What follows belongs to an exercise in optimizing a design on an open flow for small area; a production flow would make more cautious choices.
In this exercise RTL edits were held to simulation tests only and were not proved equivalent to the original.
The flow treats the clock pin as an ideal source. Dropping or thinning the clock tree relies on that and would not hold on a real chip.
No activity file was given, so power comes from the tool's default toggle rates.

==> flow/design.v (excerpt) <==
module top(
        clk, reset, up, down, hsync, vsync, rgb, pmod_switch, pause_switch,
        MISO, SW, SS, MOSI, SCLK, LED, an, seg
    );
Settings: LEC_CHECK=0, CAP_MARGIN=20, CORE_MARGIN=2, CORE_UTILIZATION=60, SLEW_MARGIN=20; clock period 10.0 ns.
standard.sh (not shown) runs the stock make flow with config.mk's settings and CLKGATE_MAP_FILE= SYNTH_SCRIPT=/design/flow/synth_recipe.tcl, a recipe that flattens the netlist after the stock synthesis.
==> flow/flow/run.sh <==
#!/bin/bash
# Layout flow: the standard flow (standard.sh), with two changes:
#  1. after the standard synthesis, its combinational logic is mapped again
#     by ABC for area; the registers (names, cell types) are kept as they are;
#  2. the port buffers are buf_1 cells and CTS adds no dummy clock loads;
#  3. after CTS, leaf clock buffers are merged in pairs and made smaller
#     while the worst flip-flop clock-pin slew stays below 112 ps
#     (flow/merge_leaves.tcl).
# Each tool's output goes to a log_*.log file in this folder.
set -euo pipefail
W=$PWD
R=$W/orfs/results/$FLOW_PLATFORM/top/base
LIB=$FLOW_HOME/platforms/$FLOW_PLATFORM/lib/sky130_fd_sc_hd__tt_025C_1v80.lib
YOSYS=$(command -v yosys || echo "$FLOW_HOME/../tools/install/yosys/bin/yosys")

# 1. standard synthesis
bash standard.sh synth > "$W/log_1_standard_synth.log" 2>&1
cp "$R/1_2_yosys.v" "$W/std_1_2_yosys.v"

# 2. re-map the combinational logic: a few ABC scripts (flow/abc_variants.txt)
#    run in parallel; the smallest result that keeps the standard synthesis's
#    registers (names and cell types) and is proven equal to it is used.
python3 flow/gen_models.py "$LIB" "$W/models_comb.v" "$W/models_seq.v" > "$W/log_2_models.log" 2>&1
sed -e "s#@LIB@#$LIB#g" -e "s#@W@#$W#g" flow/equiv.ys > "$W/equiv.ys"
grep -oE '^ *sky130_fd_sc_hd__[a-z0-9_]*df[a-z0-9_]* +[^ ]+' "$W/std_1_2_yosys.v" | sort > "$W/regs_std.txt"
v=0
while IFS= read -r script; do
  v=$((v + 1))
  printf '%s\n' "$script" > "$W/abc_$v.script"
  sed -e "s#@LIB@#$LIB#g" -e "s#@W@#$W#g" -e "s#@V@#$v#g" flow/resyn.ys > "$W/resyn_$v.ys"
  "$YOSYS" -s "$W/resyn_$v.ys" > "$W/log_3_resyn_$v.log" 2>&1 &
done < flow/abc_variants.txt
wait || true
: > "$W/resyn_areas.txt"
for i in $(seq 1 $v); do
  a=$( (grep "Chip area for module" "$W/resyn_stat_$i.txt" 2>/dev/null || true) | grep -oE "[0-9.]+$" || true)
  [ -n "$a" ] && echo "$a $i" >> "$W/resyn_areas.txt"
done
echo "re-mapped netlist NOT used" > "$W/resyn_used.txt"
for i in $(sort -g "$W/resyn_areas.txt" | awk '{print $2}'); do
  cp "$W/resyn_$i.v" "$W/resyn.v"
  grep -oE '^ *sky130_fd_sc_hd__[a-z0-9_]*df[a-z0-9_]* +[^ ]+' "$W/resyn.v" | sort > "$W/regs_resyn.txt"
  if cmp "$W/regs_std.txt" "$W/regs_resyn.txt" > "$W/log_4_regs_$i.log" 2>&1 &&
     "$YOSYS" -s "$W/equiv.ys" > "$W/log_5_equiv_$i.log" 2>&1; then
    cp "$W/resyn.v" "$R/1_2_yosys.v"
    echo "re-mapped netlist $i used" > "$W/resyn_used.txt"
    break
  fi
done

# 3. the rest of the standard flow
export BUFFER_PORTS_ARGS="-buffer_cell sky130_fd_sc_hd__buf_1"
export CTS_ARGS="-sink_clustering_enable -repair_clock_nets -dont_use_dummy_load -sink_clustering_buffer sky130_fd_sc_hd__clkbuf_4 -root_buf sky130_fd_sc_hd__clkbuf_8 -buf_list {sky130_fd_sc_hd__clkbuf_4 sky130_fd_sc_hd__clkbuf_8}"
export POST_CTS_TCL="$W/flow/merge_leaves.tcl"
export CTS_MERGE_MAX_FANOUT=24
export CTS_MERGE_MAX_SLEW=0.112
export CTS_SMALL_BUF=sky130_fd_sc_hd__clkbuf_4
bash standard.sh > "$W/log_6_standard_layout.log" 2>&1
==> flow/flow/abc_variants.txt <==
strash; &get -n; &deepsyn -I 10 -J 5 -T 2000; &put; dch -f; amap; topo
strash; &get -n; &deepsyn -I 10 -J 5 -S 5 -T 2000; &put; dch -f; amap; topo
strash; &get -n; &deepsyn -I 10 -J 5 -S 17 -T 2000; &put; dch -f; amap; topo
strash; &get -n; &deepsyn -I 10 -J 5 -S 17 -T 2000; &put; dch -f; amap; &get -n; &st; &dch -f; &put; amap; topo
Other scripts of this flow, unchanged in this note and not shown: flow/flow/equiv.ys, flow/flow/gen_models.py, flow/flow/merge_leaves.tcl, flow/flow/resyn.ys
The starting point ran to the end with no violations.
Edit:
- CORE_UTILIZATION: 60 -> 40
The new run completed with no timing, DRC or antenna violations.
Sequential power hardly moves.
Fmax grows by 1.4%.
Core utilization shrinks by 22 points.
Area after synthesis is unchanged.
Power shrinks by 0.45%.
First-iteration DRC count shrinks by 3.8%.
Die area grows by 48%.
Via count shrinks by 2.6%.
Cell area grows by 1.5%.
Edit:
==> flow/flow/abc_variants.txt (replaced) <==
strash; &get -n; &deepsyn -I 10 -J 5 -T 2000; &put; dch -f; amap; topo
strash; &get -n; &deepsyn -I 10 -J 5 -S 5 -T 2000; &put; dch -f; amap; topo
strash; &get -n; &deepsyn -I 10 -J 5 -S 9 -T 2000; &put; dch -f; amap; topo
strash; &get -n; &deepsyn -I 10 -J 5 -S 11 -T 2000; &put; dch -f; amap -m; topo
- GPL_TIMING_DRIVEN: default -> 0
Outcome:
- The changed run completed with no timing, DRC or antenna violations
- area after synthesis went up slightly
- critical path depth went up by 5
- die area went up slightly
- design area went up slightly
- clock-buffer cell count stays the same
- global-route usage went down by 0.58 points
- wire length went up slightly
- first-iteration DRC count went up by roughly a tenth
- setup slack got worse by 0.79 ns
- fmax went down by roughly a tenth
Edit:
- GPL_TIMING_DRIVEN: 0 -> default
The changed run passed the timing, design-rule and antenna checks.
Total power stays flat.
Utilization is lower by 0.34 points.
Clock-buffer cell count does not change.
Register-to-register slack is better by 0.13 ns.
Routed wire length falls by 2.0%.
Global-route usage fell by 0.13 points.
Cell count fell by 0.87%.
Worst setup slack gets better by 0.13 ns.
Non-clock buffer count shrinks by 10.
First-iteration DRC count shrinks by 32%.

[static timing again, ports no longer ideal]
No port has a modelled driver above. Below, the same layouts with a new extraction and two added sets of constraints.
Step 1, drivers: a clkbuf_16 drives clk and a buf_2 each remaining input, both assumed.
Step 2 adds t to the input delays and takes it off the output delays; t is the mean of the earliest and latest rising clock arrival at the registers after step 1. Input paths then give back, and output paths get back, about the clock's delay inside the block.
Three values: no drivers, after step 1, after step 2; two values: the first two.
| run | shift t [ns] | setup WS [ns] | hold slack, ns | worst setup path after step 2 |
|---|---|---|---|---|
| the first run | 0.456 | 3.725 / 3.725 / 3.725 | 0.316 / 0.316 / 0.316 | register to register |
| the second run | 0.444 | 3.814 / 3.814 / 3.814 | 0.332 / 0.332 / 0.332 | register to register |
| the third run | 0.457 | 3.020 / 3.020 / 3.020 | 0.336 / 0.336 / 0.336 | register to register |
| the fourth run | 0.449 | 3.153 / 3.153 / 3.153 | 0.331 / 0.331 / 0.331 | register to register |
After both steps setup and hold are still met in every run listed.
